What follows belongs to an exercise in optimizing a design on an open flow for small area; a production flow would make more cautious choices. The RTL was checked by simulation tests, not by an equivalence proof against the original design. No activity file was given, so power comes from the tool's default toggle rates.

File: config.mk
export PLATFORM = sky130hd
export DESIGN_NAME = ccm
export DESIGN_NICKNAME = ccm
export VERILOG_FILES = /design/flow/design.v
export SDC_FILE = /design/flow/constraint.sdc
export NUM_CORES = 4
export LEC_CHECK = 0
export CAP_MARGIN = 20
export CORE_MARGIN = 2
export CORE_UTILIZATION = 40
export SLEW_MARGIN = 20
export SYNTH_HIERARCHICAL = 1
export SYNTH_MINIMUM_KEEP_SIZE = 0
File: run.sh
#!/bin/bash
# synth_recipe.tcl (not shown) runs the flow's synth.tcl, then flattens the netlist and writes it again
# the make line also repeats each setting of config.mk as NAME=value (left out here)
make -C /OpenROAD-flow-scripts/flow DESIGN_CONFIG=/design/flow/config.mk WORK_HOME=/design/flow/orfs CLKGATE_MAP_FILE= SYNTH_SCRIPT=/design/flow/synth_recipe.tcl finish
File: design.v
module ccm_fa(input a, input b, input ci, output s, output co);
assign s = a ^ b ^ ci;
assign co = (a & b) | (a & ci) | (b & ci);
endmodule
module ccm_tree(
	input	[7:0]	x0, x1, x2,
	input	[8:0]	m0, m1, m2,
	input	[9:0]	t0, t1, t2,	 
	output	[20:0]	cs
);
	wire e1 = m0[0] & ~m0[1], e2 = ~m0[0] & m0[1], e3 = m0[0] & m0[1];
	wire p4 = ~((m0[0] & x0[0]));
	wire p5;
	ccm_sel u_p5 (.s1(e1), .s2(e2), .s3(e3), .a(x0[1]), .b(x0[0]), .c(t0[1]), .y(p5));
	wire p6;
	ccm_sel u_p6 (.s1(e1), .s2(e2), .s3(e3), .a(x0[2]), .b(x0[1]), .c(t0[2]), .y(p6));
	wire p7;
	ccm_sel u_p7 (.s1(e1), .s2(e2), .s3(e3), .a(x0[3]), .b(x0[2]), .c(t0[3]), .y(p7));
	wire p8;
	ccm_sel u_p8 (.s1(e1), .s2(e2), .s3(e3), .a(x0[4]), .b(x0[3]), .c(t0[4]), .y(p8));
	wire p9;
	ccm_sel u_p9 (.s1(e1), .s2(e2), .s3(e3), .a(x0[5]), .b(x0[4]), .c(t0[5]), .y(p9));
	wire p10;
	ccm_sel u_p10 (.s1(e1), .s2(e2), .s3(e3), .a(x0[6]), .b(x0[5]), .c(t0[6]), .y(p10));
	wire p11;
	ccm_sel u_p11 (.s1(e1), .s2(e2), .s3(e3), .a(x0[7]), .b(x0[6]), .c(t0[7]), .y(p11));
	wire p12;
	ccm_sel2 u_p12 (.s2(e2), .s3(e3), .b(x0[7]), .c(t0[8]), .y(p12));
	wire p13 = ~((e3 & t0[9]));
	wire e14 = m0[2] & ~m0[3], e15 = ~m0[2] & m0[3], e16 = m0[2] & m0[3];
	wire p17 = ~((m0[2] & x0[0]));
	wire p18;
	ccm_sel u_p18 (.s1(e14), .s2(e15), .s3(e16), .a(x0[1]), .b(x0[0]), .c(t0[1]), .y(p18));
	wire p19;
	ccm_sel u_p19 (.s1(e14), .s2(e15), .s3(e16), .a(x0[2]), .b(x0[1]), .c(t0[2]), .y(p19));
	wire p20;
	ccm_sel u_p20 (.s1(e14), .s2(e15), .s3(e16), .a(x0[3]), .b(x0[2]), .c(t0[3]), .y(p20));
	wire p21;
	ccm_sel u_p21 (.s1(e14), .s2(e15), .s3(e16), .a(x0[4]), .b(x0[3]), .c(t0[4]), .y(p21));
	wire p22;
	ccm_sel u_p22 (.s1(e14), .s2(e15), .s3(e16), .a(x0[5]), .b(x0[4]), .c(t0[5]), .y(p22));
	wire p23;
	ccm_sel u_p23 (.s1(e14), .s2(e15), .s3(e16), .a(x0[6]), .b(x0[5]), .c(t0[6]), .y(p23));
	wire p24;
	ccm_sel u_p24 (.s1(e14), .s2(e15), .s3(e16), .a(x0[7]), .b(x0[6]), .c(t0[7]), .y(p24));
	wire p25;
	ccm_sel2 u_p25 (.s2(e15), .s3(e16), .b(x0[7]), .c(t0[8]), .y(p25));
	wire p26 = ~((e16 & t0[9]));
	wire e27 = m0[4] & ~m0[5], e28 = ~m0[4] & m0[5], e29 = m0[4] & m0[5];
	wire p30 = ~((m0[4] & x0[0]));
	wire p31;
	ccm_sel u_p31 (.s1(e27), .s2(e28), .s3(e29), .a(x0[1]), .b(x0[0]), .c(t0[1]), .y(p31));
	wire p32;
	ccm_sel u_p32 (.s1(e27), .s2(e28), .s3(e29), .a(x0[2]), .b(x0[1]), .c(t0[2]), .y(p32));
	wire p33;
	ccm_sel u_p33 (.s1(e27), .s2(e28), .s3(e29), .a(x0[3]), .b(x0[2]), .c(t0[3]), .y(p33));
	wire p34;
	ccm_sel u_p34 (.s1(e27), .s2(e28), .s3(e29), .a(x0[4]), .b(x0[3]), .c(t0[4]), .y(p34));
	wire p35;
	ccm_sel u_p35 (.s1(e27), .s2(e28), .s3(e29), .a(x0[5]), .b(x0[4]), .c(t0[5]), .y(p35));
	wire p36;
	ccm_sel u_p36 (.s1(e27), .s2(e28), .s3(e29), .a(x0[6]), .b(x0[5]), .c(t0[6]), .y(p36));
	wire p37;
	ccm_sel u_p37 (.s1(e27), .s2(e28), .s3(e29), .a(x0[7]), .b(x0[6]), .c(t0[7]), .y(p37));
	wire p38;
	ccm_sel2 u_p38 (.s2(e28), .s3(e29), .b(x0[7]), .c(t0[8]), .y(p38));
	wire p39 = ~((e29 & t0[9]));
	wire e40 = m0[6] & ~m0[7], e41 = ~m0[6] & m0[7], e42 = m0[6] & m0[7];
	wire p43 = ~((m0[6] & x0[0]));
	wire p44;
	ccm_sel u_p44 (.s1(e40), .s2(e41), .s3(e42), .a(x0[1]), .b(x0[0]), .c(t0[1]), .y(p44));
	wire p45;
	ccm_sel u_p45 (.s1(e40), .s2(e41), .s3(e42), .a(x0[2]), .b(x0[1]), .c(t0[2]), .y(p45));
	wire p46;
	ccm_sel u_p46 (.s1(e40), .s2(e41), .s3(e42), .a(x0[3]), .b(x0[2]), .c(t0[3]), .y(p46));
	wire p47;
	ccm_sel u_p47 (.s1(e40), .s2(e41), .s3(e42), .a(x0[4]), .b(x0[3]), .c(t0[4]), .y(p47));
	wire p48;
	ccm_sel u_p48 (.s1(e40), .s2(e41), .s3(e42), .a(x0[5]), .b(x0[4]), .c(t0[5]), .y(p48));
	wire p49;
	ccm_sel u_p49 (.s1(e40), .s2(e41), .s3(e42), .a(x0[6]), .b(x0[5]), .c(t0[6]), .y(p49));
	wire p50;
	ccm_sel u_p50 (.s1(e40), .s2(e41), .s3(e42), .a(x0[7]), .b(x0[6]), .c(t0[7]), .y(p50));
	wire p51;
	ccm_sel2 u_p51 (.s2(e41), .s3(e42), .b(x0[7]), .c(t0[8]), .y(p51));
	wire p52 = ~((e42 & t0[9]));
	wire p53 = x0[0] & m0[8];
	wire p54 = x0[1] & m0[8];
	wire p55 = x0[2] & m0[8];
	wire p56 = x0[3] & m0[8];
	wire p57 = x0[4] & m0[8];
	wire p58 = x0[5] & m0[8];
	wire p59 = x0[6] & m0[8];
	wire p60 = x0[7] & m0[8];
	wire e61 = m1[0] & ~m1[1], e62 = ~m1[0] & m1[1], e63 = m1[0] & m1[1];
	wire p64 = ~((m1[0] & x1[0]));
	wire p65;
	ccm_sel u_p65 (.s1(e61), .s2(e62), .s3(e63), .a(x1[1]), .b(x1[0]), .c(t1[1]), .y(p65));
	wire p66;
	ccm_sel u_p66 (.s1(e61), .s2(e62), .s3(e63), .a(x1[2]), .b(x1[1]), .c(t1[2]), .y(p66));
	wire p67;
	ccm_sel u_p67 (.s1(e61), .s2(e62), .s3(e63), .a(x1[3]), .b(x1[2]), .c(t1[3]), .y(p67));
	wire p68;
	ccm_sel u_p68 (.s1(e61), .s2(e62), .s3(e63), .a(x1[4]), .b(x1[3]), .c(t1[4]), .y(p68));
	wire p69;
	ccm_sel u_p69 (.s1(e61), .s2(e62), .s3(e63), .a(x1[5]), .b(x1[4]), .c(t1[5]), .y(p69));
	wire p70;
	ccm_sel u_p70 (.s1(e61), .s2(e62), .s3(e63), .a(x1[6]), .b(x1[5]), .c(t1[6]), .y(p70));
	wire p71;
	ccm_sel u_p71 (.s1(e61), .s2(e62), .s3(e63), .a(x1[7]), .b(x1[6]), .c(t1[7]), .y(p71));
	wire p72;
	ccm_sel2 u_p72 (.s2(e62), .s3(e63), .b(x1[7]), .c(t1[8]), .y(p72));
	wire p73 = ~((e63 & t1[9]));
	wire e74 = m1[2] & ~m1[3], e75 = ~m1[2] & m1[3], e76 = m1[2] & m1[3];
	wire p77 = ~((m1[2] & x1[0]));
	wire p78;
	ccm_sel u_p78 (.s1(e74), .s2(e75), .s3(e76), .a(x1[1]), .b(x1[0]), .c(t1[1]), .y(p78));
	wire p79;
	ccm_sel u_p79 (.s1(e74), .s2(e75), .s3(e76), .a(x1[2]), .b(x1[1]), .c(t1[2]), .y(p79));
	wire p80;
	ccm_sel u_p80 (.s1(e74), .s2(e75), .s3(e76), .a(x1[3]), .b(x1[2]), .c(t1[3]), .y(p80));
	wire p81;
	ccm_sel u_p81 (.s1(e74), .s2(e75), .s3(e76), .a(x1[4]), .b(x1[3]), .c(t1[4]), .y(p81));
	wire p82;
	ccm_sel u_p82 (.s1(e74), .s2(e75), .s3(e76), .a(x1[5]), .b(x1[4]), .c(t1[5]), .y(p82));
	wire p83;
	ccm_sel u_p83 (.s1(e74), .s2(e75), .s3(e76), .a(x1[6]), .b(x1[5]), .c(t1[6]), .y(p83));
	wire p84;
	ccm_sel u_p84 (.s1(e74), .s2(e75), .s3(e76), .a(x1[7]), .b(x1[6]), .c(t1[7]), .y(p84));
	wire p85;
	ccm_sel2 u_p85 (.s2(e75), .s3(e76), .b(x1[7]), .c(t1[8]), .y(p85));
	wire p86 = ~((e76 & t1[9]));
	wire e87 = m1[4] & ~m1[5], e88 = ~m1[4] & m1[5], e89 = m1[4] & m1[5];
	wire p90 = ~((m1[4] & x1[0]));
	wire p91;
	ccm_sel u_p91 (.s1(e87), .s2(e88), .s3(e89), .a(x1[1]), .b(x1[0]), .c(t1[1]), .y(p91));
	wire p92;
	ccm_sel u_p92 (.s1(e87), .s2(e88), .s3(e89), .a(x1[2]), .b(x1[1]), .c(t1[2]), .y(p92));
	wire p93;
	ccm_sel u_p93 (.s1(e87), .s2(e88), .s3(e89), .a(x1[3]), .b(x1[2]), .c(t1[3]), .y(p93));
	wire p94;
	ccm_sel u_p94 (.s1(e87), .s2(e88), .s3(e89), .a(x1[4]), .b(x1[3]), .c(t1[4]), .y(p94));
	wire p95;
	ccm_sel u_p95 (.s1(e87), .s2(e88), .s3(e89), .a(x1[5]), .b(x1[4]), .c(t1[5]), .y(p95));
	wire p96;
	ccm_sel u_p96 (.s1(e87), .s2(e88), .s3(e89), .a(x1[6]), .b(x1[5]), .c(t1[6]), .y(p96));
	wire p97;
	ccm_sel u_p97 (.s1(e87), .s2(e88), .s3(e89), .a(x1[7]), .b(x1[6]), .c(t1[7]), .y(p97));
	wire p98;
	ccm_sel2 u_p98 (.s2(e88), .s3(e89), .b(x1[7]), .c(t1[8]), .y(p98));
	wire p99 = ~((e89 & t1[9]));
	wire e100 = m1[6] & ~m1[7], e101 = ~m1[6] & m1[7], e102 = m1[6] & m1[7];
	wire p103 = ~((m1[6] & x1[0]));
	wire p104;
	ccm_sel u_p104 (.s1(e100), .s2(e101), .s3(e102), .a(x1[1]), .b(x1[0]), .c(t1[1]), .y(p104));
	wire p105;
	ccm_sel u_p105 (.s1(e100), .s2(e101), .s3(e102), .a(x1[2]), .b(x1[1]), .c(t1[2]), .y(p105));
	wire p106;
	ccm_sel u_p106 (.s1(e100), .s2(e101), .s3(e102), .a(x1[3]), .b(x1[2]), .c(t1[3]), .y(p106));
	wire p107;
	ccm_sel u_p107 (.s1(e100), .s2(e101), .s3(e102), .a(x1[4]), .b(x1[3]), .c(t1[4]), .y(p107));
	wire p108;
	ccm_sel u_p108 (.s1(e100), .s2(e101), .s3(e102), .a(x1[5]), .b(x1[4]), .c(t1[5]), .y(p108));
	wire p109;
	ccm_sel u_p109 (.s1(e100), .s2(e101), .s3(e102), .a(x1[6]), .b(x1[5]), .c(t1[6]), .y(p109));
	wire p110;
	ccm_sel u_p110 (.s1(e100), .s2(e101), .s3(e102), .a(x1[7]), .b(x1[6]), .c(t1[7]), .y(p110));
	wire p111;
	ccm_sel2 u_p111 (.s2(e101), .s3(e102), .b(x1[7]), .c(t1[8]), .y(p111));
	wire p112 = ~((e102 & t1[9]));
	wire p113 = x1[0] & m1[8];
	wire p114 = x1[1] & m1[8];
	wire p115 = x1[2] & m1[8];
	wire p116 = x1[3] & m1[8];
	wire p117 = x1[4] & m1[8];
	wire p118 = x1[5] & m1[8];
	wire p119 = x1[6] & m1[8];
	wire p120 = x1[7] & m1[8];
	wire e121 = m2[0] & ~m2[1], e122 = ~m2[0] & m2[1], e123 = m2[0] & m2[1];
	wire p124 = ~((m2[0] & x2[0]));
	wire p125;
	ccm_sel u_p125 (.s1(e121), .s2(e122), .s3(e123), .a(x2[1]), .b(x2[0]), .c(t2[1]), .y(p125));
	wire p126;
	ccm_sel u_p126 (.s1(e121), .s2(e122), .s3(e123), .a(x2[2]), .b(x2[1]), .c(t2[2]), .y(p126));
	wire p127;
	ccm_sel u_p127 (.s1(e121), .s2(e122), .s3(e123), .a(x2[3]), .b(x2[2]), .c(t2[3]), .y(p127));
	wire p128;
	ccm_sel u_p128 (.s1(e121), .s2(e122), .s3(e123), .a(x2[4]), .b(x2[3]), .c(t2[4]), .y(p128));
	wire p129;
	ccm_sel u_p129 (.s1(e121), .s2(e122), .s3(e123), .a(x2[5]), .b(x2[4]), .c(t2[5]), .y(p129));
	wire p130;
	ccm_sel u_p130 (.s1(e121), .s2(e122), .s3(e123), .a(x2[6]), .b(x2[5]), .c(t2[6]), .y(p130));
	wire p131;
	ccm_sel u_p131 (.s1(e121), .s2(e122), .s3(e123), .a(x2[7]), .b(x2[6]), .c(t2[7]), .y(p131));
	wire p132;
	ccm_sel2 u_p132 (.s2(e122), .s3(e123), .b(x2[7]), .c(t2[8]), .y(p132));
	wire p133 = ~((e123 & t2[9]));
	wire e134 = m2[2] & ~m2[3], e135 = ~m2[2] & m2[3], e136 = m2[2] & m2[3];
	wire p137 = ~((m2[2] & x2[0]));
	wire p138;
	ccm_sel u_p138 (.s1(e134), .s2(e135), .s3(e136), .a(x2[1]), .b(x2[0]), .c(t2[1]), .y(p138));
	wire p139;
	ccm_sel u_p139 (.s1(e134), .s2(e135), .s3(e136), .a(x2[2]), .b(x2[1]), .c(t2[2]), .y(p139));
	wire p140;
	ccm_sel u_p140 (.s1(e134), .s2(e135), .s3(e136), .a(x2[3]), .b(x2[2]), .c(t2[3]), .y(p140));
	wire p141;
	ccm_sel u_p141 (.s1(e134), .s2(e135), .s3(e136), .a(x2[4]), .b(x2[3]), .c(t2[4]), .y(p141));
	wire p142;
	ccm_sel u_p142 (.s1(e134), .s2(e135), .s3(e136), .a(x2[5]), .b(x2[4]), .c(t2[5]), .y(p142));
	wire p143;
	ccm_sel u_p143 (.s1(e134), .s2(e135), .s3(e136), .a(x2[6]), .b(x2[5]), .c(t2[6]), .y(p143));
	wire p144;
	ccm_sel u_p144 (.s1(e134), .s2(e135), .s3(e136), .a(x2[7]), .b(x2[6]), .c(t2[7]), .y(p144));
	wire p145;
	ccm_sel2 u_p145 (.s2(e135), .s3(e136), .b(x2[7]), .c(t2[8]), .y(p145));
	wire p146 = ~((e136 & t2[9]));
	wire e147 = m2[4] & ~m2[5], e148 = ~m2[4] & m2[5], e149 = m2[4] & m2[5];
	wire p150 = ~((m2[4] & x2[0]));
	wire p151;
	ccm_sel u_p151 (.s1(e147), .s2(e148), .s3(e149), .a(x2[1]), .b(x2[0]), .c(t2[1]), .y(p151));
	wire p152;
	ccm_sel u_p152 (.s1(e147), .s2(e148), .s3(e149), .a(x2[2]), .b(x2[1]), .c(t2[2]), .y(p152));
	wire p153;
	ccm_sel u_p153 (.s1(e147), .s2(e148), .s3(e149), .a(x2[3]), .b(x2[2]), .c(t2[3]), .y(p153));
	wire p154;
	ccm_sel u_p154 (.s1(e147), .s2(e148), .s3(e149), .a(x2[4]), .b(x2[3]), .c(t2[4]), .y(p154));
	wire p155;
	ccm_sel u_p155 (.s1(e147), .s2(e148), .s3(e149), .a(x2[5]), .b(x2[4]), .c(t2[5]), .y(p155));
	wire p156;
	ccm_sel u_p156 (.s1(e147), .s2(e148), .s3(e149), .a(x2[6]), .b(x2[5]), .c(t2[6]), .y(p156));
	wire p157;
	ccm_sel u_p157 (.s1(e147), .s2(e148), .s3(e149), .a(x2[7]), .b(x2[6]), .c(t2[7]), .y(p157));
	wire p158;
	ccm_sel2 u_p158 (.s2(e148), .s3(e149), .b(x2[7]), .c(t2[8]), .y(p158));
	wire p159 = ~((e149 & t2[9]));
	wire e160 = m2[6] & ~m2[7], e161 = ~m2[6] & m2[7], e162 = m2[6] & m2[7];
	wire p163 = ~((m2[6] & x2[0]));
	wire p164;
	ccm_sel u_p164 (.s1(e160), .s2(e161), .s3(e162), .a(x2[1]), .b(x2[0]), .c(t2[1]), .y(p164));
	wire p165;
	ccm_sel u_p165 (.s1(e160), .s2(e161), .s3(e162), .a(x2[2]), .b(x2[1]), .c(t2[2]), .y(p165));
	wire p166;
	ccm_sel u_p166 (.s1(e160), .s2(e161), .s3(e162), .a(x2[3]), .b(x2[2]), .c(t2[3]), .y(p166));
	wire p167;
	ccm_sel u_p167 (.s1(e160), .s2(e161), .s3(e162), .a(x2[4]), .b(x2[3]), .c(t2[4]), .y(p167));
	wire p168;
	ccm_sel u_p168 (.s1(e160), .s2(e161), .s3(e162), .a(x2[5]), .b(x2[4]), .c(t2[5]), .y(p168));
	wire p169;
	ccm_sel u_p169 (.s1(e160), .s2(e161), .s3(e162), .a(x2[6]), .b(x2[5]), .c(t2[6]), .y(p169));
	wire p170;
	ccm_sel u_p170 (.s1(e160), .s2(e161), .s3(e162), .a(x2[7]), .b(x2[6]), .c(t2[7]), .y(p170));
	wire p171;
	ccm_sel2 u_p171 (.s2(e161), .s3(e162), .b(x2[7]), .c(t2[8]), .y(p171));
	wire p172 = ~((e162 & t2[9]));
	wire p173 = x2[0] & m2[8];
	wire p174 = x2[1] & m2[8];
	wire p175 = x2[2] & m2[8];
	wire p176 = x2[3] & m2[8];
	wire p177 = x2[4] & m2[8];
	wire p178 = x2[5] & m2[8];
	wire p179 = x2[6] & m2[8];
	wire p180 = x2[7] & m2[8];
	wire c182 = (p4 & p64) | (p4 & p124) | (p64 & p124);
	wire s183, c184;
	ccm_fa u_s183 (.a(c182), .b(p5), .ci(p65), .s(s183), .co(c184));
	wire c185 = p125 | s183;
	wire s186, c187;
	ccm_fa u_s186 (.a(p17), .b(p77), .ci(p137), .s(s186), .co(c187));
	wire s188, c189;
	ccm_fa u_s188 (.a(s186), .b(p6), .ci(p66), .s(s188), .co(c189));
	wire s190, c191;
	ccm_fa u_s190 (.a(p126), .b(c184), .ci(s188), .s(s190), .co(c191));
	wire c192 = c185 | s190;
	wire s193, c194;
	ccm_fa u_s193 (.a(c187), .b(p7), .ci(p18), .s(s193), .co(c194));
	wire s195, c196;
	ccm_fa u_s195 (.a(p67), .b(p78), .ci(p127), .s(s195), .co(c196));
	wire s197, c198;
	ccm_fa u_s197 (.a(p138), .b(c189), .ci(s193), .s(s197), .co(c198));
	wire s199, c200;
	ccm_fa u_s199 (.a(s195), .b(c191), .ci(s197), .s(s199), .co(c200));
	wire c201 = c192 | s199;
	wire s202, c203;
	ccm_fa u_s202 (.a(p30), .b(p90), .ci(p150), .s(s202), .co(c203));
	wire s204, c205;
	ccm_fa u_s204 (.a(s202), .b(p8), .ci(p19), .s(s204), .co(c205));
	wire s206, c207;
	ccm_fa u_s206 (.a(p68), .b(p79), .ci(p128), .s(s206), .co(c207));
	wire s208, c209;
	ccm_fa u_s208 (.a(p139), .b(c194), .ci(c196), .s(s208), .co(c209));
	wire s210, c211;
	ccm_fa u_s210 (.a(s204), .b(s206), .ci(s208), .s(s210), .co(c211));
	wire s212, c213;
	ccm_fa u_s212 (.a(c198), .b(s210), .ci(c200), .s(s212), .co(c213));
	wire c214 = c201 | s212;
	wire s215, c216;
	ccm_fa u_s215 (.a(c203), .b(p9), .ci(p20), .s(s215), .co(c216));
	wire s217, c218;
	ccm_fa u_s217 (.a(p31), .b(p69), .ci(p80), .s(s217), .co(c218));
	wire s219, c220;
	ccm_fa u_s219 (.a(p91), .b(p129), .ci(p140), .s(s219), .co(c220));
	wire s221, c222;
	ccm_fa u_s221 (.a(p151), .b(c205), .ci(c207), .s(s221), .co(c222));
	wire s223, c224;
	ccm_fa u_s223 (.a(s215), .b(s217), .ci(s219), .s(s223), .co(c224));
	wire s225, c226;
	ccm_fa u_s225 (.a(c209), .b(s221), .ci(s223), .s(s225), .co(c226));
	wire s227, c228;
	ccm_fa u_s227 (.a(c211), .b(s225), .ci(c213), .s(s227), .co(c228));
	wire c229 = c214 | s227;
	wire s230, c231;
	ccm_fa u_s230 (.a(p43), .b(p103), .ci(p163), .s(s230), .co(c231));
	wire s232, c233;
	ccm_fa u_s232 (.a(s230), .b(p10), .ci(p21), .s(s232), .co(c233));
	wire s234, c235;
	ccm_fa u_s234 (.a(p32), .b(p70), .ci(p81), .s(s234), .co(c235));
	wire s236, c237;
	ccm_fa u_s236 (.a(p92), .b(p130), .ci(p141), .s(s236), .co(c237));
	wire s238, c239;
	ccm_fa u_s238 (.a(p152), .b(c216), .ci(c218), .s(s238), .co(c239));
	wire s240, c241;
	ccm_fa u_s240 (.a(c220), .b(s232), .ci(s234), .s(s240), .co(c241));
	wire s242, c243;
	ccm_fa u_s242 (.a(s236), .b(c222), .ci(s238), .s(s242), .co(c243));
	wire s244, c245;
	ccm_fa u_s244 (.a(c224), .b(s240), .ci(s242), .s(s244), .co(c245));
	wire s246, c247;
	ccm_fa u_s246 (.a(c226), .b(s244), .ci(c228), .s(s246), .co(c247));
	wire c248 = c229 | s246;
	wire s249, c250;
	ccm_fa u_s249 (.a(c231), .b(p11), .ci(p22), .s(s249), .co(c250));
	wire s251, c252;
	ccm_fa u_s251 (.a(p33), .b(p44), .ci(p71), .s(s251), .co(c252));
	wire s253, c254;
	ccm_fa u_s253 (.a(p82), .b(p93), .ci(p104), .s(s253), .co(c254));
	wire s255, c256;
	ccm_fa u_s255 (.a(p131), .b(p142), .ci(p153), .s(s255), .co(c256));
	wire s257, c258;
	ccm_fa u_s257 (.a(p164), .b(c233), .ci(c235), .s(s257), .co(c258));
	wire s259, c260;
	ccm_fa u_s259 (.a(c237), .b(s249), .ci(s251), .s(s259), .co(c260));
	wire s261, c262;
	ccm_fa u_s261 (.a(s253), .b(s255), .ci(c239), .s(s261), .co(c262));
	wire s263, c264;
	ccm_fa u_s263 (.a(s257), .b(c241), .ci(s259), .s(s263), .co(c264));
	wire s265, c266;
	ccm_fa u_s265 (.a(c243), .b(s261), .ci(s263), .s(s265), .co(c266));
	wire s267, c268;
	ccm_fa u_s267 (.a(c245), .b(s265), .ci(c247), .s(s267), .co(c268));
	wire s269 = p53 ^ p113;
	wire c270 = p53 & p113;
	wire s271, c272;
	ccm_fa u_s271 (.a(p173), .b(s269), .ci(p12), .s(s271), .co(c272));
	wire s273, c274;
	ccm_fa u_s273 (.a(p23), .b(p34), .ci(p45), .s(s273), .co(c274));
	wire s275, c276;
	ccm_fa u_s275 (.a(p72), .b(p83), .ci(p94), .s(s275), .co(c276));
	wire s277, c278;
	ccm_fa u_s277 (.a(p105), .b(p132), .ci(p143), .s(s277), .co(c278));
	wire s279, c280;
	ccm_fa u_s279 (.a(p154), .b(p165), .ci(c250), .s(s279), .co(c280));
	wire s281, c282;
	ccm_fa u_s281 (.a(c252), .b(c254), .ci(c256), .s(s281), .co(c282));
	wire s283, c284;
	ccm_fa u_s283 (.a(s271), .b(s273), .ci(s275), .s(s283), .co(c284));
	wire s285, c286;
	ccm_fa u_s285 (.a(s277), .b(c258), .ci(s279), .s(s285), .co(c286));
	wire s287, c288;
	ccm_fa u_s287 (.a(s281), .b(c260), .ci(s283), .s(s287), .co(c288));
	wire s289, c290;
	ccm_fa u_s289 (.a(c262), .b(s285), .ci(c264), .s(s289), .co(c290));
	wire s291, c292;
	ccm_fa u_s291 (.a(s287), .b(c266), .ci(s289), .s(s291), .co(c292));
	wire s293 = p54 ^ p114;
	wire c294 = p54 & p114;
	wire s295, c296;
	ccm_fa u_s295 (.a(p174), .b(c270), .ci(s293), .s(s295), .co(c296));
	wire s297, c298;
	ccm_fa u_s297 (.a(s295), .b(p13), .ci(p24), .s(s297), .co(c298));
	wire s299, c300;
	ccm_fa u_s299 (.a(p35), .b(p46), .ci(p73), .s(s299), .co(c300));
	wire s301, c302;
	ccm_fa u_s301 (.a(p84), .b(p95), .ci(p106), .s(s301), .co(c302));
	wire s303, c304;
	ccm_fa u_s303 (.a(p133), .b(p144), .ci(p155), .s(s303), .co(c304));
	wire s305, c306;
	ccm_fa u_s305 (.a(p166), .b(c272), .ci(c274), .s(s305), .co(c306));
	wire s307, c308;
	ccm_fa u_s307 (.a(c276), .b(c278), .ci(s297), .s(s307), .co(c308));
	wire s309, c310;
	ccm_fa u_s309 (.a(s299), .b(s301), .ci(s303), .s(s309), .co(c310));
	wire s311, c312;
	ccm_fa u_s311 (.a(c280), .b(c282), .ci(s305), .s(s311), .co(c312));
	wire s313, c314;
	ccm_fa u_s313 (.a(c284), .b(s307), .ci(s309), .s(s313), .co(c314));
	wire s315, c316;
	ccm_fa u_s315 (.a(c286), .b(s311), .ci(c288), .s(s315), .co(c316));
	wire s317, c318;
	ccm_fa u_s317 (.a(s313), .b(c290), .ci(s315), .s(s317), .co(c318));
	wire s319, c320;
	ccm_fa u_s319 (.a(p55), .b(p115), .ci(p175), .s(s319), .co(c320));
	wire s321, c322;
	ccm_fa u_s321 (.a(c294), .b(s319), .ci(c296), .s(s321), .co(c322));
	wire s323, c324;
	ccm_fa u_s323 (.a(p25), .b(p36), .ci(p47), .s(s323), .co(c324));
	wire s325, c326;
	ccm_fa u_s325 (.a(p85), .b(p96), .ci(p107), .s(s325), .co(c326));
	wire s327, c328;
	ccm_fa u_s327 (.a(p145), .b(p156), .ci(p167), .s(s327), .co(c328));
	wire s329, c330;
	ccm_fa u_s329 (.a(s321), .b(c298), .ci(c300), .s(s329), .co(c330));
	wire s331, c332;
	ccm_fa u_s331 (.a(c302), .b(c304), .ci(s323), .s(s331), .co(c332));
	wire s333, c334;
	ccm_fa u_s333 (.a(s325), .b(s327), .ci(c306), .s(s333), .co(c334));
	wire s335, c336;
	ccm_fa u_s335 (.a(s329), .b(c308), .ci(c310), .s(s335), .co(c336));
	wire s337, c338;
	ccm_fa u_s337 (.a(s331), .b(c312), .ci(s333), .s(s337), .co(c338));
	wire s339, c340;
	ccm_fa u_s339 (.a(c314), .b(s335), .ci(s337), .s(s339), .co(c340));
	wire s341, c342;
	ccm_fa u_s341 (.a(c316), .b(s339), .ci(c318), .s(s341), .co(c342));
	wire s343, c344;
	ccm_fa u_s343 (.a(p56), .b(p116), .ci(p176), .s(s343), .co(c344));
	wire s345, c346;
	ccm_fa u_s345 (.a(c320), .b(s343), .ci(p26), .s(s345), .co(c346));
	wire s347, c348;
	ccm_fa u_s347 (.a(p37), .b(p48), .ci(p86), .s(s347), .co(c348));
	wire s349, c350;
	ccm_fa u_s349 (.a(p97), .b(p108), .ci(p146), .s(s349), .co(c350));
	wire s351, c352;
	ccm_fa u_s351 (.a(p157), .b(p168), .ci(c322), .s(s351), .co(c352));
	wire s353, c354;
	ccm_fa u_s353 (.a(c324), .b(c326), .ci(c328), .s(s353), .co(c354));
	wire s355, c356;
	ccm_fa u_s355 (.a(s345), .b(s347), .ci(s349), .s(s355), .co(c356));
	wire s357, c358;
	ccm_fa u_s357 (.a(s351), .b(c330), .ci(s353), .s(s357), .co(c358));
	wire s359, c360;
	ccm_fa u_s359 (.a(c332), .b(s355), .ci(c334), .s(s359), .co(c360));
	wire s361, c362;
	ccm_fa u_s361 (.a(c336), .b(s357), .ci(c338), .s(s361), .co(c362));
	wire s363, c364;
	ccm_fa u_s363 (.a(s359), .b(c340), .ci(s361), .s(s363), .co(c364));
	wire s365, c366;
	ccm_fa u_s365 (.a(p57), .b(p117), .ci(p177), .s(s365), .co(c366));
	wire s367, c368;
	ccm_fa u_s367 (.a(c344), .b(s365), .ci(p38), .s(s367), .co(c368));
	wire s369, c370;
	ccm_fa u_s369 (.a(p49), .b(p98), .ci(p109), .s(s369), .co(c370));
	wire s371, c372;
	ccm_fa u_s371 (.a(p158), .b(p169), .ci(c346), .s(s371), .co(c372));
	wire s373, c374;
	ccm_fa u_s373 (.a(c348), .b(c350), .ci(s367), .s(s373), .co(c374));
	wire s375, c376;
	ccm_fa u_s375 (.a(s369), .b(c352), .ci(c354), .s(s375), .co(c376));
	wire s377, c378;
	ccm_fa u_s377 (.a(s371), .b(c356), .ci(s373), .s(s377), .co(c378));
	wire s379, c380;
	ccm_fa u_s379 (.a(c358), .b(s375), .ci(s377), .s(s379), .co(c380));
	wire s381, c382;
	ccm_fa u_s381 (.a(c360), .b(s379), .ci(c362), .s(s381), .co(c382));
	wire s383, c384;
	ccm_fa u_s383 (.a(p58), .b(p118), .ci(p178), .s(s383), .co(c384));
	wire s385, c386;
	ccm_fa u_s385 (.a(c366), .b(s383), .ci(p39), .s(s385), .co(c386));
	wire s387, c388;
	ccm_fa u_s387 (.a(p50), .b(p99), .ci(p110), .s(s387), .co(c388));
	wire s389, c390;
	ccm_fa u_s389 (.a(p159), .b(p170), .ci(c368), .s(s389), .co(c390));
	wire s391, c392;
	ccm_fa u_s391 (.a(c370), .b(s385), .ci(s387), .s(s391), .co(c392));
	wire s393, c394;
	ccm_fa u_s393 (.a(c372), .b(s389), .ci(c374), .s(s393), .co(c394));
	wire s395, c396;
	ccm_fa u_s395 (.a(s391), .b(c376), .ci(c378), .s(s395), .co(c396));
	wire s397, c398;
	ccm_fa u_s397 (.a(s393), .b(c380), .ci(s395), .s(s397), .co(c398));
	wire s399, c400;
	ccm_fa u_s399 (.a(p59), .b(p119), .ci(p179), .s(s399), .co(c400));
	wire s401, c402;
	ccm_fa u_s401 (.a(c384), .b(s399), .ci(p51), .s(s401), .co(c402));
	wire s403, c404;
	ccm_fa u_s403 (.a(p111), .b(p171), .ci(c386), .s(s403), .co(c404));
	wire s405, c406;
	ccm_fa u_s405 (.a(c388), .b(s401), .ci(c390), .s(s405), .co(c406));
	wire s407, c408;
	ccm_fa u_s407 (.a(s403), .b(c392), .ci(s405), .s(s407), .co(c408));
	wire s409, c410;
	ccm_fa u_s409 (.a(c394), .b(s407), .ci(c396), .s(s409), .co(c410));
	wire s411, c412;
	ccm_fa u_s411 (.a(p60), .b(p120), .ci(p180), .s(s411), .co(c412));
	wire s413, c414;
	ccm_fa u_s413 (.a(c400), .b(s411), .ci(p52), .s(s413), .co(c414));
	wire s415, c416;
	ccm_fa u_s415 (.a(p112), .b(p172), .ci(c402), .s(s415), .co(c416));
	wire s417, c418;
	ccm_fa u_s417 (.a(s413), .b(c404), .ci(s415), .s(s417), .co(c418));
	wire s419, c420;
	ccm_fa u_s419 (.a(c406), .b(s417), .ci(c408), .s(s419), .co(c420));
	wire s421 = c412 ^ c414;
	wire c422 = c412 & c414;
	wire s423, c424;
	ccm_fa u_s423 (.a(c416), .b(s421), .ci(c418), .s(s423), .co(c424));
	assign cs = {c424, c422, c420, s423, c410, s419, s409, c398, c382, s397, s381, c364, s363, c342, s341, s317, c292, c268, s291, s267, c248};
endmodule
module ccm_fin(
	input	[20:0]	cs,
	output	[7:0]	y
);
	wire [11:0] ta = ~{1'b0, cs[19], cs[17], cs[15], cs[13], cs[11], cs[9], cs[7], cs[6], cs[4], cs[2], cs[0]};
	wire [11:0] tb = ~{1'b1, cs[20], cs[18], cs[16], cs[14], cs[12], cs[10], cs[8], 1'b1, cs[5], cs[3], cs[1]};
	wire tc = ~1'b1;
	wire [11:0] ns;
	assign ns[0] = cs[0] ^ cs[1] ^ 1'b1;
	wire k425 = (cs[0] & cs[1]) | (cs[0] & 1'b1) | (cs[1] & 1'b1);
	wire k426;
	ccm_fa u_k426 (.a(cs[2]), .b(cs[3]), .ci(k425), .s(ns[1]), .co(k426));
	wire k427;
	ccm_fa u_k427 (.a(cs[4]), .b(cs[5]), .ci(k426), .s(ns[2]), .co(k427));
	assign ns[3] = cs[6] ^ 1'b1 ^ k427;
	wire k428 = (cs[6] & 1'b1) | (cs[6] & k427) | (1'b1 & k427);
	wire k429;
	ccm_fa u_k429 (.a(cs[7]), .b(cs[8]), .ci(k428), .s(ns[4]), .co(k429));
	wire k430;
	ccm_fa u_k430 (.a(cs[9]), .b(cs[10]), .ci(k429), .s(ns[5]), .co(k430));
	wire k431;
	ccm_fa u_k431 (.a(cs[11]), .b(cs[12]), .ci(k430), .s(ns[6]), .co(k431));
	wire k432;
	ccm_fa u_k432 (.a(cs[13]), .b(cs[14]), .ci(k431), .s(ns[7]), .co(k432));
	wire k433;
	ccm_fa u_k433 (.a(cs[15]), .b(cs[16]), .ci(k432), .s(ns[8]), .co(k433));
	wire k434;
	ccm_fa u_k434 (.a(cs[17]), .b(cs[18]), .ci(k433), .s(ns[9]), .co(k434));
	wire k435;
	ccm_fa u_k435 (.a(cs[19]), .b(cs[20]), .ci(k434), .s(ns[10]), .co(k435));
	assign ns[11] = 1'b0 ^ 1'b1 ^ k435;
	wire [11:0] sum = ~ns;
	wire neg = sum[11];
	wire ovf = |sum[10:8];
	assign y = neg ? 8'd0 : ovf ? 8'd255 : sum[7:0];
endmodule
module ccm_x3(
	input	[7:0]	x,
	output	[9:0]	t
);
wire [7:1] g = x[7:1] & x[6:0];
wire [7:1] p = x[7:1] ^ x[6:0];
wire G1 = g[2] | (p[2] & g[1]);
wire P1 = p[2] & p[1];
wire G2 = g[4] | (p[4] & g[3]);
wire P2 = p[4] & p[3];
wire G3 = g[6] | (p[6] & g[5]);
wire P3 = p[6] & p[5];
wire G4 = g[3] | (p[3] & G1);
wire P4 = p[3] & P1;
wire G5 = G2 | (P2 & G1);
wire P5 = P2 & P1;
wire G6 = g[7] | (p[7] & G3);
wire P6 = p[7] & P3;
wire G7 = g[5] | (p[5] & G5);
wire P7 = p[5] & P5;
wire G8 = G3 | (P3 & G5);
wire P8 = P3 & P5;
wire G9 = G6 | (P6 & G5);
wire P9 = P6 & P5;
assign t[0] = x[0];
assign t[1] = p[1];
assign t[2] = p[2] ^ g[1];
assign t[3] = p[3] ^ G1;
assign t[4] = p[4] ^ G4;
assign t[5] = p[5] ^ G5;
assign t[6] = p[6] ^ G7;
assign t[7] = p[7] ^ G8;
assign t[8] = x[7] ^ G9;
assign t[9] = x[7] & G9;
endmodule
module ccm_sel(input s1, input s2, input s3, input a, input b, input c, output y);
assign y = ~((s1 & a) | (s2 & b) | (s3 & c));
endmodule
module ccm_sel2(input s2, input s3, input b, input c, output y);
assign y = ~((s2 & b) | (s3 & c));
endmodule
module ccm(
	input			clk,
	input			reset_n,
	input	[8:0]	i_ccm_1m1,	 
	input	[8:0]	i_ccm_1m2,
	input	[8:0]	i_ccm_1m3,
	input	[8:0]	i_ccm_2m1,
	input	[8:0]	i_ccm_2m2,
	input	[8:0]	i_ccm_2m3,
	input	[8:0]	i_ccm_3m1,
	input	[8:0]	i_ccm_3m2,
	input	[8:0]	i_ccm_3m3,
	input	[2:0]	i_video_syn,
	input	[23:0]	i_data,
	output	[2:0]	o_video_sync,
	output	[23:0]	o_data
);
reg		[3:0]		syn_v,syn_h,syn_d;
always @(posedge clk or negedge reset_n)
	if(~reset_n) begin
		syn_v	<=	0;
		syn_h	<=	0;
		syn_d	<=	0;
	end else begin
		syn_v	<=	{syn_v[2:0],	i_video_syn[2]};
		syn_d	<=	{syn_d[2:0],	i_video_syn[1]};
		syn_h	<=	{syn_h[2:0],	i_video_syn[0]};
	end
wire	[9:0]	t_r, t_g, t_b;
ccm_x3 u_x3_r(.x(i_data[23:16]), .t(t_r));
ccm_x3 u_x3_g(.x(i_data[15:8]), .t(t_g));
ccm_x3 u_x3_b(.x(i_data[7:0]), .t(t_b));
wire	[20:0]	cs_r, cs_g, cs_b;
ccm_tree u_tree_r(
	.x0	(i_data[23:16]), .x1 (i_data[15:8]), .x2 (i_data[7:0]),
	.t0	(t_r), .t1 (t_g), .t2 (t_b),
	.m0	(i_ccm_1m1), .m1 (i_ccm_1m2), .m2 (i_ccm_1m3),
	.cs	(cs_r)
);
ccm_tree u_tree_g(
	.x0	(i_data[23:16]), .x1 (i_data[15:8]), .x2 (i_data[7:0]),
	.t0	(t_r), .t1 (t_g), .t2 (t_b),
	.m0	(i_ccm_2m1), .m1 (i_ccm_2m2), .m2 (i_ccm_2m3),
	.cs	(cs_g)
);
ccm_tree u_tree_b(
	.x0	(i_data[23:16]), .x1 (i_data[15:8]), .x2 (i_data[7:0]),
	.t0	(t_r), .t1 (t_g), .t2 (t_b),
	.m0	(i_ccm_3m1), .m1 (i_ccm_3m2), .m2 (i_ccm_3m3),
	.cs	(cs_b)
);
reg		[20:0]	c1_r, c1_g, c1_b;
always @(posedge clk) begin
	c1_r	<=	cs_r;
	c1_g	<=	cs_g;
	c1_b	<=	cs_b;
end
wire	[7:0]	r_new, g_new, b_new;
ccm_fin u_fin_r(.cs(c1_r), .y(r_new));
ccm_fin u_fin_g(.cs(c1_g), .y(g_new));
ccm_fin u_fin_b(.cs(c1_b), .y(b_new));
reg		[23:0]	d2, d3, d4;
always @(posedge clk) begin
	d2	<=	{r_new, g_new, b_new};
	d3	<=	d2;
	d4	<=	d3;
end
assign			o_data			=	d4;
assign			o_video_sync	=	{syn_v[3],syn_d[3],syn_h[3]};
endmodule
File: constraint.sdc
create_clock -name core_clock -period 7.0 [get_ports {clk}]
set_input_delay 1.4000 -clock core_clock [delete_from_list [all_inputs] [get_ports {clk}]]
set_output_delay 1.4000 -clock core_clock [all_outputs]
set_load 0.01 [all_outputs]
==> results.py, run 1 <==
metrics = {
    "status": {
        "run_status": "finished clean",
    },
    "route": {
        "first_pass_iters": 14,
        "wirelength_um": 59200,
        "ant_nets": 0,
        "wire_per_inst_um": 29.6,
        "num_vias": 13500,
        "via_per_inst": 6.74,
        "drc": 0,
        "drtIter0Drc": 3311,
    },
    "timing": {
        "layout_min_cycle_time_ns": 6.52,
        "fin_skew_ns": 0.0220,
        "fin_tns_setup_ns": 0,
        "slew_headroom_pct": 20.3,
        "hold_viol_final": 0,
        "setup_violations": 0,
        "max_freq_ghz": 0.153,
        "hold_ws_ns": 0.324,
        "post-route-period-util_pct": 93.1,
        "worst_slew_pin_slew_ns": 1.19,
        "rsz0062_at_grt": "no",
        "slew_violations": 0,
        "layout_setup_ws_ns": 0.482,
    },
    "place": {
        "placed_area_um2": 18800,
        "dp_hpwl_um": 45600,
        "io_buffers": 136,
        "pre_cts_ws_ns": 0.0669,
        "place.gp.congestion": 0.985,
    },
    "worst_setup_path": {
        "end_kind": "flip-flop",
        "path_max_fanout": 6,
        "reg2reg_setup_slack_ns": 1.79,
        "cp.arrival_ns": 6.86,
        "crit_chain": "clkdlybuf4s50_1 -> ha_1 -> fa_1 -> a21oi_2 -> inv_1 -> a21oi_1 -> fa_1 -> inv_1 -> buf_4 -> a222oi_1 -> fa_1 -> fa_1 -> fa_1 -> fa_1 -> fa_1 -> fa_1",
        "start_kind": "primary input",
        "r2r_cells": 17,
        "rr_endpoint": "d2[8]",
        "cp_slowest_stage_delay_ns": 0.57,
        "path_class": "in -> reg",
        "critPathSlowestCell": "fa_1",
        "crit_top_cell": "fa_1",
        "cp.required_ns": 7.34,
        "r2r_start": "c1_g[0]",
    },
    "global_route": {
        "globalRouteTotalUtil_pct": 27.9,
        "grt_max_degree": 29,
        "grt_overflow": 0,
        "grt_pass1_wl_um": 89400,
        "grt_pass1_vias": 14500,
        "antenna_found_initial": 1,
    },
    "clock_tree": {
        "cts_made_buffers": 17,
        "insertion_delay_ns": 0.48,
        "clock_sinks": 147,
        "hold_buffers": 0,
        "cts-root-buf": "clkbuf_16",
        "cts_max_level": 4,
        "cts_tree": "yes",
        "clkTransAtPathRegs_ns": 0.07,
        "clock_path_buffers": 2,
        "cts_resized": 0,
        "cts_setup_buffers": 0,
    },
    "logic_synthesis": {
        "syn_nets": 1820,
        "syn_area_per_cell_um2": 12.9,
        "synth_cells": 1293,
        "synth_warnings": 7,
        "synth_area_um2": 16700,
    },
    "finish": {
        "area_delta_synth_final_pct": 16.3,
        "finalInstanceArea_um2": 19400,
        "nFillCells": 3737,
        "layout.cells.most_common": "fa_1",
        "drive_above_1_share_pct": 12.6,
        "layout_common_cells": "fa_1, a222oi_1, clkdlybuf4s50_1",
        "nets": 1980,
        "utilization_pct": 47.4,
    },
    "power_and_ir_drop": {
        "combPwrFrac_pct": 64.6,
        "swShare_pct": 43.2,
        "seq_power_share_pct": 21.0,
        "p_int_w": 0.00396,
        "p_switching_w": 0.00301,
        "max-vdd-ir-drop_mv": 0.161,
        "power_density_nw_per_um2": 358,
        "pwr-share-clk_pct": 14.4,
        "p_leak_nw": 6.79,
    },
    "floorplanning": {
        "die_w_um": 208,
        "initial_core_util_pct": 40.8,
        "die_area_um2": 43400,
        "io_pins": 137,
        "core_um2": 41000,
        "rows": 74,
        "die_h_um": 208,
    },
    "hold_path": {
        "min_path_type": "reg -> reg",
        "min_delay_worst_endpoint": "d3[17]",
        "whs_path_depth": 0,
        "worstHoldStart": "d2[17]",
    },
    "job": {
        "maxCapViolations": 0,
    },
}
[state kept, by name, summed over array words and instances (netlist names)]
register / cells
c1_b: 21
c1_g: 21
c1_r: 21
d2: 24
d3: 24
d4: 24
syn_d: 4
syn_h: 4
syn_v: 4
[metrics by stage]
stage / power (W) / std cells
6_report: 0.00697 / 1999
3_3_place_gp: 0.00594 / 1966
2_1_floorplan: 0.00602 / 1293
5_1_grt: 0.00773 / 1998
3_5_place_dp: 0.00606 / 1966
4_1_cts: 0.00709 / 1998
[final cells by class]
type	instances	area, um^2	share of cell area [%]
clock inverters	14	181	0.933
clock buffers	18	450	2.32
diodes	1	2.50	0.0129
well taps	532	666	3.42
multi-input cells	1026	13000	66.8
inverters	48	180	0.927
repair buffers	213	1960	10.1
flip-flops and latches	147	3000	15.4
[power by group through the flow]
stage	registers (W)	clock network (W)	logic, W
6_report	0.00146	0.00100	0.00450
5_1_grt	0.00151	0.00106	0.00516
4_1_cts	0.00147	0.00103	0.00458
3_5_place_dp	0.00149	0	0.00457
3_3_place_gp	0.00148	0	0.00446
2_1_floorplan	0.00151	0	0.00451
[worst max-delay path: cells and delay by family]
| kind | cells | cell delay [ns] |
|---|---|---|
| adders and majority gates | 9 | 3.91 |
| buffers and inverters | 4 | 1.02 |
| AOI/OAI and AO/OA | 3 | 0.53 |
[routing by layer]
layer / global-route usage (%) / part of all wire (%) / wire length, um / up-vias
met5: 0 / 0.022 / 13 / -
met4: 13.3 / 4.5 / 2660 / 2
met3: 7.97 / 13 / 7420 / 182
met2: 43.1 / 45 / 26800 / 1136
met1: 36.2 / 38 / 22200 / 6859
li1: - / - / - / 5286
[how the worst max path moves through the flow]
stage / from / to / slack, ns / cells after the start
after floorplan: i_data[8] / c1_b[6] / 0.92 / 15
after global placement: i_data[17] / c1_b[0] / 0.09 / 17
after detailed placement: i_data[17] / c1_b[1] / 0.07 / 16
after CTS: i_data[17] / c1_g[1] / 0.56 / 16
after global routing: i_data[17] / c1_b[0] / 0.28 / 17
final: i_data[17] / c1_g[1] / 0.48 / 16
==> run 2, diff against run 1 <==
--- a/config.mk
+++ b/config.mk
@@ -7,7 +7,7 @@
 export LEC_CHECK = 0
 export CAP_MARGIN = 20
 export CORE_MARGIN = 2
-export CORE_UTILIZATION = 40
+export CORE_UTILIZATION = 30
 export SLEW_MARGIN = 20
 export SYNTH_HIERARCHICAL = 1
 export SYNTH_MINIMUM_KEEP_SIZE = 0
==> run 2 against run 1 <==
Clock power shrank 9%. Hold slack lost 0.0011 ns. Core utilization shrank 12 points. Final cell count grew 11%. Maximum frequency shrank 4.2%. Flip-flop and latch count is the same. Cell area grew 1.3%. Via count is essentially flat. Global-route usage shrank 6.5 points. Combinational power is essentially flat. Largest power group unchanged. Highest routed layer is now met4.
==> results.py, run 2 <==
metrics = {
    "route": {
        "drtIter0Drc": 3709,
        "wire_per_inst_um": 27.4,
        "num_vias": 13500,
        "drc": 0,
        "via_per_inst": 6.07,
        "first_pass_iters": 13,
        "wirelength_um": 60900,
        "ant_nets": 0,
    },
    "logic_synthesis": {
        "syn_nets": 1820,
        "synth_warnings": 7,
        "synth_cells": 1293,
        "syn_area_per_cell_um2": 12.9,
        "synth_area_um2": 16700,
    },
    "worst_setup_path": {
        "r2r_start": "c1_g[0]",
        "end_kind": "flip-flop",
        "cp.arrival_ns": 7.15,
        "path_class": "in -> reg",
        "start_kind": "primary input",
        "path_max_fanout": 8,
        "rr_endpoint": "d2[12]",
        "startpoint": "i_data[9]",
        "cp.required_ns": 7.34,
        "reg2reg_setup_slack_ns": 1.84,
        "r2r_cells": 17,
    },
    "clock_tree": {
        "hold_buffers": 0,
        "cts-root-buf": "clkbuf_16",
        "insertion_delay_ns": 0.47,
        "clock_path_buffers": 2,
        "clkTransAtPathRegs_ns": 0.06,
        "cts_max_level": 4,
        "cts_resized": 0,
        "cts_tree": "yes",
        "cts_setup_buffers": 0,
        "clock_sinks": 147,
        "cts_made_buffers": 17,
    },
    "global_route": {
        "antenna_found_initial": 0,
        "grt_pass1_wl_um": 89700,
        "grt_overflow": 0,
        "grt_pass1_vias": 14400,
        "globalRouteTotalUtil_pct": 21.4,
        "grt_max_degree": 29,
    },
    "hold_path": {
        "min_path_type": "reg -> reg",
        "worstHoldStart": "d3[22]",
        "whs_path_depth": 0,
        "min_delay_worst_endpoint": "d4[22]",
    },
    "power_and_ir_drop": {
        "total_power_w": 0.00687,
        "power_density_nw_per_um2": 349,
        "p_leak_nw": 6.78,
        "max-vdd-ir-drop_mv": 0.262,
    },
    "floorplanning": {
        "die_h_um": 240,
        "rows": 86,
        "initial_core_util_pct": 30.3,
        "core_um2": 55100,
        "die_area_um2": 57600,
        "io_pins": 137,
        "die_w_um": 240,
    },
    "finish": {
        "nFillCells": 5456,
        "layout.cells.most_common": "fa_1",
        "drive_above_1_share_pct": 12.7,
        "area_delta_synth_final_pct": 17.8,
        "register_area_um2": 3000,
        "antenna_cells": 0,
        "multi_input_area_um2": 13000,
        "largestRegisters": "d2 (24), d3 (24), d4 (24)",
        "nets": 1984,
        "fin_cells": 2218,
        "layout_common_cells": "fa_1, a222oi_1, clkdlybuf4s50_1",
        "finalInstanceArea_um2": 19700,
    },
    "job": {
        "maxCapViolations": 0,
    },
    "timing": {
        "max_freq_ghz": 0.147,
        "slew_violations": 0,
        "post-route-period-util_pct": 97.2,
        "worst_slew_pin_slew_ns": 1.18,
        "fin_skew_ns": 0.00607,
        "slew_headroom_pct": 21.0,
        "layout_min_cycle_time_ns": 6.80,
        "hold_viol_final": 0,
        "rsz0062_at_grt": "no",
        "setup_violations": 0,
        "layout_setup_ws_ns": 0.196,
    },
    "place": {
        "placed_area_um2": 19100,
        "io_buffers": 136,
        "dp_hpwl_um": 47800,
        "dp_cells": 2186,
        "place.gp.congestion": 0.958,
        "pre_cts_ws_ns": -0.0956,
    },
    "status": {
        "run_status": "finished clean",
    },
}
-- run 2: area by class of cell --
cell class / instances / area share, %
clock buffers: 19 / 2.25
clock inverters: 13 / 0.756
inverters: 48 / 0.915
multi-input cells: 1026 / 66.0
flip-flops and latches: 147 / 15.2
well taps: 748 / 4.75
repair buffers: 217 / 10.1
-- run 2: worst max-delay path by stage --
stage | slack [ns] | to | depth (start not counted)
after global placement | 0.02 | c1_g[6] | 14
after global routing | 0.13 | c1_g[6] | 14
final | 0.20 | c1_g[6] | 14
after floorplan | 0.92 | c1_b[6] | 15
after CTS | 0.40 | c1_g[6] | 14
after detailed placement | -0.1 | c1_g[6] | 14
-- run 2: metrics by stage --
stage	TNS, ns	utilization [%]	hold WS [ns]
finish	0	35.8	0.323
global route	0	35.8	0.328
CTS	0	35.8	0.326
detailed placement	-0.215	34.7	0.313
global placement	0	34.7	0.311
floorplan	0	-	0.310
-- run 2: routing by layer --
| metal | vias to the layer above | wire [um] | share of wire, % | global-route usage, % |
|---|---|---|---|---|
| met4 | 0 | 2500 | 4.1 | 9.05 |
| met2 | 1119 | 26500 | 44 | 31.8 |
| li1 | 5294 | - | - | - |
| met1 | 6905 | 23800 | 39 | 28.4 |
| met5 | - | 0 | 0 | 0 |
| met3 | 148 | 8090 | 13 | 7.08 |
-- run 2: worst max-delay path, stage by stage --
cell	delay (ns)
clkdlybuf4s50_1	0.56
buf_4	0.23
fa_1	0.48
a21oi_2	0.20
buf_4	0.13
o21ai_2	0.06
xor2_1	0.91
a222oi_1	0.33
fa_1	0.50
fa_1	0.46
fa_1	0.45
fa_1	0.54
fa_1	0.43
fa_1	0.45
-- run 2: power breakdown --
part           internal, W  switching [W]  leakage, nW  total, W
logic              0.00206        0.00243         5.22   0.00449
clock network     0.000537       0.000378        0.286  0.000915
registers          0.00133       0.000134         1.28   0.00147
==> run 3, diff against run 2 <==
==> flow/run.sh (new file) <==
#!/bin/bash
# The standard layout (the standard.sh: ORFS with the standard synthesis),
# with one change: the buffer that buffer_ports puts on every input and output
# port is the smallest buffer, sky130_fd_sc_hd__buf_1.
# make's full output goes to flow_make.log; ORFS keeps each step's log under orfs/logs.
set -euo pipefail
bash standard.sh BUFFER_PORTS_ARGS="-buffer_cell sky130_fd_sc_hd__buf_1" finish > flow_make.log 2>&1
==> standard.sh (new file) <==
#!/bin/bash
# synth_recipe.tcl (not shown) runs the flow's synth.tcl, then flattens the netlist and writes it again
# the make line also repeats each setting of config.mk as NAME=value (left out here)
make -C /OpenROAD-flow-scripts/flow DESIGN_CONFIG=/design/flow/config.mk WORK_HOME=/design/flow/orfs CLKGATE_MAP_FILE= SYNTH_SCRIPT=/design/flow/synth_recipe.tcl "${@:-finish}"
--- a/config.mk
+++ b/config.mk
@@ -7,7 +7,7 @@
 export LEC_CHECK = 0
 export CAP_MARGIN = 20
 export CORE_MARGIN = 2
-export CORE_UTILIZATION = 30
+export CORE_UTILIZATION = 40
 export SLEW_MARGIN = 20
 export SYNTH_HIERARCHICAL = 1
 export SYNTH_MINIMUM_KEEP_SIZE = 0
removed: run.sh
==> run 3 against run 2 <==
Cell area decreased by 6.5%. Non-clock buffer count is 21 lower. Clock skew increased by 0.014 ns. Still clean on timing, DRC and antenna. Largest power group unchanged. Core utilization is 9.2 points higher. Sequential share of layout area grew 1.1 points. Wire length down 5.4%. Critical path type unchanged. First-iteration DRC count down 5.6%.
==> results.py, run 3 <==
metrics = {
    "clock_tree": {
        "cts_tree": "yes",
        "cts-root-buf": "clkbuf_16",
        "cts_made_buffers": 17,
        "clkTransAtPathRegs_ns": 0.08,
        "clock_sinks": 147,
        "cts_resized": 0,
        "clock_path_buffers": 2,
        "insertion_delay_ns": 0.47,
        "cts_setup_buffers": 0,
        "hold_buffers": 0,
        "cts_max_level": 4,
    },
    "worst_setup_path": {
        "crit_top_cell": "fa_1",
        "crit_chain": "buf_1 -> ha_1 -> fa_1 -> a21oi_2 -> inv_1 -> a21oi_1 -> fa_1 -> inv_1 -> a222oi_1 -> fa_1 -> fa_1 -> fa_1 -> fa_1 -> fa_1 -> fa_1",
        "path_max_fanout": 12,
        "critPathSlowestCell": "inv_1",
        "cp.arrival_ns": 6.75,
        "start_kind": "primary input",
        "cp.required_ns": 7.33,
        "end_kind": "flip-flop",
        "cp.buffers_inverters": 3,
        "crit_family": "adder cells",
        "cp_slowest_stage_delay_ns": 0.58,
        "path_class": "in -> reg",
    },
    "finish": {
        "nFillCells": 3780,
        "nets": 1963,
        "area_delta_synth_final_pct": 10.2,
        "layout_common_cells": "fa_1, a222oi_1, dfxtp_1, buf_1, and2_1",
        "drive_above_1_share_pct": 11.5,
        "antenna_cells": 0,
        "largestRegisters": "d2 (24), d3 (24), d4 (24)",
        "multi_input_area_um2": 13000,
        "register_area_um2": 3000,
        "layout.cells.most_common": "fa_1",
        "utilization_pct": 44.9,
    },
    "route": {
        "drc": 0,
        "drtIter0Drc": 3501,
        "via_per_inst": 6.77,
        "ant_nets": 0,
        "first_pass_iters": 17,
        "wire_per_inst_um": 29.1,
        "wirelength_um": 57600,
        "num_vias": 13400,
    },
    "timing": {
        "fin_skew_ns": 0.0199,
        "slew_headroom_pct": 41.9,
        "post-route-period-util_pct": 91.6,
        "max_freq_ghz": 0.156,
        "slew_violations": 0,
        "layout_min_cycle_time_ns": 6.41,
        "rsz0062_at_grt": "no",
        "hold_ws_ns": 0.313,
        "hold_viol_final": 0,
        "worst_slew_pin_slew_ns": 0.872,
        "setup_violations": 0,
        "fin_tns_setup_ns": 0,
    },
    "logic_synthesis": {
        "synth_warnings": 7,
        "synth_cells": 1293,
        "syn_nets": 1820,
        "syn_area_per_cell_um2": 12.9,
        "synth_area_um2": 16700,
    },
    "hold_path": {
        "min_path_type": "reg -> reg",
    },
    "power_and_ir_drop": {
        "pwr-share-clk_pct": 14.4,
        "power_density_nw_per_um2": 364,
        "p_leak_nw": 6.31,
        "p_int_w": 0.00378,
        "combPwrFrac_pct": 63.7,
        "seq_power_share_pct": 21.8,
        "swShare_pct": 43.7,
        "max-vdd-ir-drop_mv": 0.175,
        "p_switching_w": 0.00293,
    },
    "place": {
        "io_buffers": 136,
        "dp_hpwl_um": 44300,
        "place.gp.congestion": 0.956,
    },
    "floorplanning": {
        "core_um2": 41000,
        "die_area_um2": 43400,
        "initial_core_util_pct": 40.8,
        "die_w_um": 208,
        "die_h_um": 208,
        "rows": 74,
        "io_pins": 137,
    },
    "job": {
        "maxCapViolations": 0,
    },
    "global_route": {
        "grt_max_degree": 29,
        "grt_pass1_vias": 14000,
        "antenna_found_initial": 1,
        "grt_pass1_wl_um": 85900,
        "grt_overflow": 0,
        "globalRouteTotalUtil_pct": 26.8,
    },
    "status": {
        "run_status": "finished clean",
    },
}
-- run 3: power groups by stage --
stage	logic [W]	registers, W	clock network [W]
2_1_floorplan	0.00451	0.00151	0
3_3_place_gp	0.00421	0.00149	0
3_5_place_dp	0.00433	0.00149	0
4_1_cts	0.00434	0.00148	0.000999
5_1_grt	0.00497	0.00151	0.00104
6_report	0.00428	0.00147	0.000968
-- run 3: layout make-up --
| class | count | area share (%) |
|---|---|---|
| clock buffer | 19 | 2.47 |
| clock inverter | 13 | 0.876 |
| inverter | 48 | 0.978 |
| multi-input combinational | 1026 | 70.5 |
| sequential | 147 | 16.3 |
| tap | 532 | 3.61 |
| timing repair buffer | 196 | 5.22 |
-- run 3: stage by stage --
stage	instance area (um^2)	worst slack [ns]	cells	power [W]
3_5_place_dp	17800	0.193	1949	0.00582
2_1_floorplan	16700	0.921	1293	0.00602
4_1_cts	18400	0.685	1981	0.00682
5_1_grt	18400	0.404	1981	0.00753
3_3_place_gp	17800	0.248	1949	0.00570
6_report	18400	0.585	1981	0.00671
-- run 3: path summary, 6_finish.rpt --
check	to	from	depth (start not counted)	slack (ns)
setup / recovery	c1_r[6]	i_data[9]	15	0.59
hold / removal	d4[9]	d3[9]	0	0.31
setup reg to reg	d2[8]	c1_g[0]	17	1.85
hold reg to reg	d4[9]	d3[9]	0	0.31
max in group asynchronous	syn_v[0]	reset_n	1	5.68
min in group asynchronous	syn_d[2]	reset_n	1	0.92
-- run 3: layer usage --
layer / wire length (um) / part of all wire (%) / vias up / GRT usage, %
met5: 16 / 0.028 / - / 0
li1: - / - / 5254 / -
met4: 2600 / 4.5 / 2 / 10.8
met3: 7550 / 13 / 193 / 8.71
met2: 26200 / 46 / 1186 / 42.0
met1: 21200 / 37 / 6771 / 34.4

==> afterwards: timing with drivers on the ports <==
The results above use ideal ports. As a check the final layouts listed here were re-extracted and re-timed, cells and wires unchanged. Step 1 sets driving cells, clkbuf_16 on the clock port and buf_2 on the other inputs (assumed; they add their load-dependent delay and slew). Step 2 adds t to the input delays and takes it off the output delays; t is the mean of the earliest and latest rising clock arrival at the registers after step 1. Input paths then give back, and output paths get back, about the clock's delay inside the block. Slacks: ideal ports / drivers / drivers and shift; pairs: ideal ports / drivers.
| run | shift t [ns] | slack for setup (ns) | latest minus earliest clock arrival (ns) | pins driven straight from the clock port |
|---|---|---|---|---|
| run 1 | 0.519 | 0.482 / 0.503 / -0.016 | 0.023 / 0.022 | 1 |
| run 2 | 0.520 | 0.196 / 0.226 / -0.294 | 0.013 / 0.013 | 1 |
| run 3 | 0.513 | 0.585 / 0.616 / 0.103 | 0.020 / 0.020 | 1 |
Met with ideal ports but missed after step 2: setup timing in run 1 and run 2. For run 1, which loses most, drivers alone change the setup slack by +0.021 ns; drivers and shift together by -0.498 ns.
